Source: an optimization exercise on an open RTL-to-GDS flow (aim: small area, a short achievable clock period and few clock cycles). Production flows keep margins and buffers that such runs may drop. Where RTL was checked, it was by simulation tests only, not by an equivalence proof against the original. No activity file was given, so power comes from the tool's default toggle rates.

// risc_processor
module risc_processor (
    input wire clk,reset,
    output wire [9:0] imem_addr,
    input wire [31:0] imem_data,
    output wire [9:0] dmem_addr,
    output wire [31:0] dmem_wdata,
    output wire dmem_we,
    input wire [31:0] dmem_rdata,
    output wire halted
);
reg  [9:0]  pc;
reg         halt_r;
reg  [31:0] xa;               
reg  [31:0] xb;               
reg  [9:0]  xaddr;            
reg  [3:0]  xrd;              
reg         xwen;             
reg         xld, xst;         
reg         xcbr;             
reg  [1:0]  xbop;             
reg         xpred;            
reg  [9:0]  xalt;             
reg         xsub, xadd, xand, xxor, xor_, xnot, xshl, xsra, xsrl, xpass;
reg  [31:0] rf [1:15];
assign imem_addr = pc;
assign halted    = halt_r;
wire [31:0] sum = xa + xb;
wire [31:0] xres = ({32{xld}}  & dmem_rdata)
                 | ({32{xadd}} & sum)
                 | ({32{xsub}} & ~sum)
                 | ({32{xand}} & (xa & xb))
                 | ({32{xxor}} & (xa ^ xb))
                 | ({32{xor_}} & (xa | xb))
                 | ({32{xnot}} & ~xa)
                 | ({32{xshl}} & {xa[30:0], 1'b0})
                 | ({32{xsra}} & {xa[31], xa[31:1]})
                 | ({32{xsrl}} & {1'b0, xa[31:1]})
                 | ({32{xpass}} & xa);
  ...
For scale: ~2500 cells after synthesis, ~600 flip-flops, roughly 29000 sq um of cells after synthesis.
==> module risc_processor, before the edit <==
module risc_processor (
    input wire clk,reset,
    output wire [9:0] imem_addr,
    input wire [31:0] imem_data,
    output wire [9:0] dmem_addr,
    output wire [31:0] dmem_wdata,
    output wire dmem_we,
    input wire [31:0] dmem_rdata,
    output wire halted
);
reg  [9:0]  pc;
reg         halt_r;
reg  [31:0] xa;               
reg  [31:0] xb;               
reg  [9:0]  xaddr;            
reg  [3:0]  xrd;              
reg         xwen;             
reg         xld, xst;         
reg         xcbr;             
reg  [1:0]  xbop;             
reg         xpred;            
reg  [9:0]  xalt;             
reg         xsub, xadd, xand, xxor, xor_, xnot, xshl, xsra, xsrl, xpass;
reg  [31:0] rf [1:15];
assign imem_addr = pc;
assign halted    = halt_r;
wire [31:0] sum = xa + xb;
wire [31:0] xres = ({32{xld}}  & dmem_rdata)
                 | ({32{xadd}} & sum)
                 | ({32{xsub}} & ~sum)
                 | ({32{xand}} & (xa & xb))
                 | ({32{xxor}} & (xa ^ xb))
                 | ({32{xor_}} & (xa | xb))
                 | ({32{xnot}} & ~xa)
                 | ({32{xshl}} & {xa[30:0], 1'b0})
                 | ({32{xsra}} & {xa[31], xa[31:1]})
                 | ({32{xsrl}} & {1'b0, xa[31:1]})
                 | ({32{xpass}} & xa);
assign dmem_addr  = xaddr;
assign dmem_wdata = xb;
assign dmem_we    = xst;
wire azero = (xa == 32'd0);
wire taken = (xbop == 2'b01) ? xa[31] :
             (xbop == 2'b10) ? (~xa[31] & ~azero) : azero;
wire mispredict = xcbr & (taken != xpred);
always @(posedge clk)
    if (xwen) rf[xrd] <= xres;
wire [31:0] ins = imem_data;
wire [5:0]  op  = ins[31:26];
wire [3:0]  rs  = ins[24:21];
wire [3:0]  rt  = ins[19:16];
wire [3:0]  rd  = ins[14:11];
wire is_halt = (ins == 32'hFFFFFFFF);
wire is_r    = (op[5:4] == 2'b00);
wire is_i    = (op[5:4] == 2'b01);
wire is_mem  = (op[5:4] == 2'b10);
wire is_br   = (op[5:4] == 2'b11) & ~is_halt;
wire is_ld   = is_mem & ~op[1];
wire is_st   = is_mem & op[1];
wire is_bru  = is_br & (op[1:0] == 2'b00);
wire [3:0] dst = is_r ? rd : rt;
wire wr      = (is_r | is_i | is_ld) & (dst != 4'd0);
reg [3:0] fn;
always @(*) begin
    if (is_r)
        fn = ins[3:0] - 4'd1;
    else if (is_i & (op[3:0] != 4'd10))
        fn = op[3:0];
    else
        fn = 4'd0;
end
wire fwa = xwen & (xrd == rs);
wire fwb = xwen & (xrd == rt);
reg  [31:0] ra, rb;
integer i;
always @(*) begin
    ra = 32'd0;
    rb = 32'd0;
    for (i = 1; i < 16; i = i + 1) begin
        ra = ra | ({32{rs == i}} & rf[i]);
        rb = rb | ({32{rt == i}} & rf[i]);
    end
end
wire [31:0] opa = fwa ? xres : ra;
wire [31:0] opb = is_i ? {{16{ins[15]}}, ins[15:0]} : (fwb ? xres : rb);
wire sub = (fn == 4'd1);
wire b0  = opb[0];
wire addr_stall = is_mem & fwa;
wire [9:0] addr = ra[9:0] + ins[9:0];
wire [9:0] pc1    = pc + 10'd1;
wire [10:0] tgt1  = {pc, 1'b1} + {ins[9:0], 1'b1};  
wire [9:0] target = tgt1[10:1];
wire pred         = is_br & (is_bru | ins[15]);
wire issue = ~mispredict & ~halt_r & ~addr_stall;
always @(posedge clk) begin
    xa    <= opa ^ {32{sub}};
    xb    <= opb;
    xaddr <= addr;
    xrd   <= dst;
    xbop  <= op[1:0];
    xpred <= pred;
    xalt  <= pred ? pc1 : target;
    xsub  <= sub;
    xadd  <= (fn == 4'd0) & ~is_ld;
    xand  <= (fn == 4'd2);
    xxor  <= (fn == 4'd3);
    xor_  <= (fn == 4'd4);
    xnot  <= (fn == 4'd5);
    xshl  <= ((fn == 4'd6) | (fn == 4'd7)) & b0;
    xsra  <= (fn == 4'd8) & b0;
    xsrl  <= (fn == 4'd9) & b0;
    xpass <= (fn >= 4'd6) & (fn <= 4'd9) & ~b0;
    if (reset) begin
        pc     <= 10'd0;
        halt_r <= 1'b0;
        xwen   <= 1'b0;
        xld    <= 1'b0;
        xst    <= 1'b0;
        xcbr   <= 1'b0;
    end else begin
        xwen <= issue & wr;
        xld  <= issue & is_ld;
        xst  <= issue & is_st;
        xcbr <= issue & is_br & ~is_bru;
        if (issue & is_halt)
            halt_r <= 1'b1;
        if (mispredict)
            pc <= xalt;
        else if (issue & ~is_halt)
            pc <= pred ? target : pc1;
    end
end
endmodule
Settings: LEC_CHECK=0, CAP_MARGIN=20, CORE_MARGIN=2, CORE_UTILIZATION=40, PLACE_DENSITY=0.6, SETUP_SLACK_MARGIN=3.0, SLEW_MARGIN=20, TNS_END_PERCENT=5; clock period 6.0 ns.
run.sh (not shown) runs the stock make flow with config.mk's settings and CLKGATE_MAP_FILE= SYNTH_SCRIPT=/design/flow/synth_recipe.tcl, a recipe that flattens the netlist after the stock synthesis.
The starting point completed, yet does not pass: max-capacitance violations, max-slew violations.
==> next run, changes <==
--- a/flow/design.v
+++ b/flow/design.v
@@ -68,22 +68,14 @@
         fn = op[3:0];
     else
         fn = 4'd0;
 end
 wire fwa = xwen & (xrd == rs);
 wire fwb = xwen & (xrd == rt);
-reg  [31:0] ra, rb;
-integer i;
-always @(*) begin
-    ra = 32'd0;
-    rb = 32'd0;
-    for (i = 1; i < 16; i = i + 1) begin
-        ra = ra | ({32{rs == i}} & rf[i]);
-        rb = rb | ({32{rt == i}} & rf[i]);
-    end
-end
+wire [31:0] ra = (rs == 4'd0) ? 32'd0 : rf[rs];
+wire [31:0] rb = (rt == 4'd0) ? 32'd0 : rf[rt];
 wire [31:0] opa = fwa ? xres : ra;
 wire [31:0] opb = is_i ? {{16{ins[15]}}, ins[15:0]} : (fwb ? xres : rb);
 wire sub = (fn == 4'd1);
 wire b0  = opb[0];
 wire addr_stall = is_mem & fwa;
 wire [9:0] addr = ra[9:0] + ins[9:0];
=>
- Now the flow produced a clean layout
- power goes down by 0.73%
- count of clock-buffer cells in the layout came out higher by 9
- via count decreases by 13%
- utilization drops by 0.49 points
- cell area rises by 5.3%
Testbench counts after the change, summed over its fixed seeds: cycles 31,508.
Function not checked in the first run of this note: the RTL went through the layout flow alone.

risc_processor, a different RTL version from the one above (not shown whole).
Size in the first run: roughly 2600 cells after synthesis, roughly 600 flip-flops, ~120 I/O pins, ~0.033 mm2 of cells after synthesis.
==> module risc_processor, before the edit <==
module risc_processor (
    input wire clk,reset,
    output wire [9:0] imem_addr,
    input wire [31:0] imem_data,
    output wire [9:0] dmem_addr,
    output wire [31:0] dmem_wdata,
    output wire dmem_we,
    input wire [31:0] dmem_rdata,
    output wire halted
);
reg  [9:0]  pc;
reg         halt_r;
reg  [31:0] xa;               
reg  [31:0] xb;               
reg  [9:0]  xaddr;            
reg  [3:0]  xrd;              
reg         xwen;             
reg         xld, xst;         
reg         xcbr;             
reg  [1:0]  xbop;             
reg         xpred;            
reg  [9:0]  xalt;             
reg         xsub, xadd, xand, xxor, xor_, xnot, xshl, xsra, xsrl, xpass;
reg  [31:0] rf [1:15];
assign imem_addr = pc;
assign halted    = halt_r;
wire [31:0] sum = xa + xb;
wire [31:0] xoth = ({32{xld}}  & dmem_rdata)
                 | ({32{xand}} & (xa & xb))
                 | ({32{xxor}} & (xa ^ xb))
                 | ({32{xor_}} & (xa | xb))
                 | ({32{xnot}} & ~xa)
                 | ({32{xshl}} & {xa[30:0], 1'b0})
                 | ({32{xsra}} & {xa[31], xa[31:1]})
                 | ({32{xsrl}} & {1'b0, xa[31:1]})
                 | ({32{xpass}} & xa);
wire [31:0] xres = ({32{xadd}} & sum) | ({32{xsub}} & ~sum) | xoth;
assign dmem_addr  = xaddr;
assign dmem_wdata = xb;
assign dmem_we    = xst;
wire azero = (xa == 32'd0);
wire taken = (xbop == 2'b01) ? xa[31] :
             (xbop == 2'b10) ? (~xa[31] & ~azero) : azero;
wire mispredict = xcbr & (taken != xpred);
always @(posedge clk)
    if (xwen) rf[xrd] <= xres;
wire [31:0] ins = imem_data;
wire [5:0]  op  = ins[31:26];
wire [3:0]  rs  = ins[24:21];
wire [3:0]  rt  = ins[19:16];
wire [3:0]  rd  = ins[14:11];
wire is_halt = (ins == 32'hFFFFFFFF);
wire is_r    = (op[5:4] == 2'b00);
wire is_i    = (op[5:4] == 2'b01);
wire is_mem  = (op[5:4] == 2'b10);
wire is_br   = (op[5:4] == 2'b11) & ~is_halt;
wire is_ld   = is_mem & ~op[1];
wire is_st   = is_mem & op[1];
wire is_bru  = is_br & (op[1:0] == 2'b00);
wire [3:0] dst = is_r ? rd : rt;
wire wr      = (is_r | is_i | is_ld) & (dst != 4'd0);
reg [3:0] fn;
always @(*) begin
    if (is_r)
        fn = ins[3:0] - 4'd1;
    else if (is_i & (op[3:0] != 4'd10))
        fn = op[3:0];
    else
        fn = 4'd0;
end
wire fwa = xwen & (xrd == rs);
wire fwb = xwen & (xrd == rt);
wire [31:0] ra = (rs == 4'd0) ? 32'd0 : rf[rs];
wire [31:0] rb = (rt == 4'd0) ? 32'd0 : rf[rt];
wire sub = (fn == 4'd1);
wire [31:0] imm = {{16{ins[15]}}, ins[15:0]};
wire fa_p = fwa & ((xadd & ~sub) | (xsub & sub));
wire fa_n = fwa & ((xsub & ~sub) | (xadd & sub));
wire fa_o = fwa & ~xadd & ~xsub;
wire [31:0] xa_d = ({32{fa_p}} & sum) | ({32{fa_n}} & ~sum)
                 | ({32{fa_o}} & (xoth ^ {32{sub}}))
                 | ({32{~fwa}} & (ra ^ {32{sub}}));
wire fb   = fwb & ~is_i;
wire [31:0] xb_d = ({32{fb & xadd}} & sum) | ({32{fb & xsub}} & ~sum)
                 | ({32{fb}} & xoth)
                 | ({32{~fwb & ~is_i}} & rb)
                 | ({32{is_i}} & imm);
wire b0  = is_i ? ins[0] : (fwb ? xres[0] : rb[0]);
wire addr_stall = is_mem & fwa;
wire [9:0] addr;
add10 addr_add (.a(ra[9:0]), .b(ins[9:0]), .s(addr));
wire [9:0] pc1    = pc + 10'd1;
wire [10:0] tgt1  = {pc, 1'b1} + {ins[9:0], 1'b1};  
wire [9:0] target = tgt1[10:1];
wire pred         = is_br & (is_bru | ins[15]);
wire issue = ~mispredict & ~halt_r & ~addr_stall;
always @(posedge clk) begin
    xa    <= xa_d;
    xb    <= xb_d;
    xaddr <= addr;
    xrd   <= dst;
    xbop  <= op[1:0];
    xpred <= pred;
    xalt  <= pred ? pc1 : target;
    xsub  <= sub;
    xadd  <= (fn == 4'd0) & ~is_ld;
    xand  <= (fn == 4'd2);
    xxor  <= (fn == 4'd3);
    xor_  <= (fn == 4'd4);
    xnot  <= (fn == 4'd5);
    xshl  <= ((fn == 4'd6) | (fn == 4'd7)) & b0;
    xsra  <= (fn == 4'd8) & b0;
    xsrl  <= (fn == 4'd9) & b0;
    xpass <= (fn >= 4'd6) & (fn <= 4'd9) & ~b0;
    if (reset) begin
        pc     <= 10'd0;
        halt_r <= 1'b0;
        xwen   <= 1'b0;
        xld    <= 1'b0;
        xst    <= 1'b0;
        xcbr   <= 1'b0;
    end else begin
        xwen <= issue & wr;
        xld  <= issue & is_ld;
        xst  <= issue & is_st;
        xcbr <= issue & is_br & ~is_bru;
        if (issue & is_halt)
            halt_r <= 1'b1;
        if (mispredict)
            pc <= xalt;
        else if (issue & ~is_halt)
            pc <= pred ? target : pc1;
    end
end
endmodule
Settings: LEC_CHECK=0, CAP_MARGIN=20, CORE_MARGIN=2, CORE_UTILIZATION=40, PLACE_DENSITY=0.6, SETUP_SLACK_MARGIN=3.0, SLEW_MARGIN=20, SYNTH_HIERARCHICAL=1, SYNTH_MINIMUM_KEEP_SIZE=0, TNS_END_PERCENT=5; clock period 6.0 ns.
Edit:
--- a/flow/design.v
+++ b/flow/design.v
@@ -53,9 +53,9 @@
 wire [3:0]  rt  = ins[19:16];
 wire [3:0]  rd  = ins[14:11];
-wire is_halt = (ins == 32'hFFFFFFFF);
+wire is_halt = (op[5:2] == 4'b1111);
 wire is_r    = (op[5:4] == 2'b00);
 wire is_i    = (op[5:4] == 2'b01);
 wire is_mem  = (op[5:4] == 2'b10);
-wire is_br   = (op[5:4] == 2'b11) & ~is_halt;
+wire is_br   = (op[5:2] == 4'b1100);
 wire is_ld   = is_mem & ~op[1];
 wire is_st   = is_mem & op[1];
@@ -132,5 +132,5 @@
         if (mispredict)
             pc <= xalt;
-        else if (issue & ~is_halt)
+        else if (issue)
             pc <= pred ? target : pc1;
     end
Effect: Clock power fell by a little under a tenth. Via count goes up by a few percent. Clock-buffer cell count is higher by 2. Final area rises slightly. Worst hold slack is about the same. Synthesized cell count came out higher by a few percent. Register-to-register slack improves by 150 ps. Cell count went up slightly.
No run of this note included a check of the RTL's function; only the layout flow was run.

## port drivers added, routing unchanged
No port has a modelled driver above. Below, the same layouts with a new extraction and two added sets of constraints. Step 1 (the two cells are an assumption about what drives the block):
set clk [get_ports {clk}]
set_driving_cell -lib_cell sky130_fd_sc_hd__clkbuf_16 $clk
set_driving_cell -lib_cell sky130_fd_sc_hd__buf_2 [delete_from_list [all_inputs] $clk]
Step 2 times the ports against the registers' clock, not the clock port: input delays grow and output delays shrink by t, the midpoint of the rising clock arrivals with the driver on. Slacks: ideal ports / drivers / drivers and shift; pairs: ideal ports / drivers.
run	shift t [ns]	setup WS [ns]	worst setup path at the end	cell pins on the clock port's net
the first run of note 1	0.682	2.424 / 2.424 / 1.791	input to register	1
the second run of note 1	0.680	2.642 / 2.453 / 1.773	input to register	1
the first run of note 2	0.698	2.661 / 2.504 / 1.806	input to register	1
the second run of note 2	0.706	2.779 / 2.678 / 1.972	input to register	1
The setup slack of the second run of note 1, which loses most, moves by -0.189 ns with the drivers and by -0.869 ns with both steps.
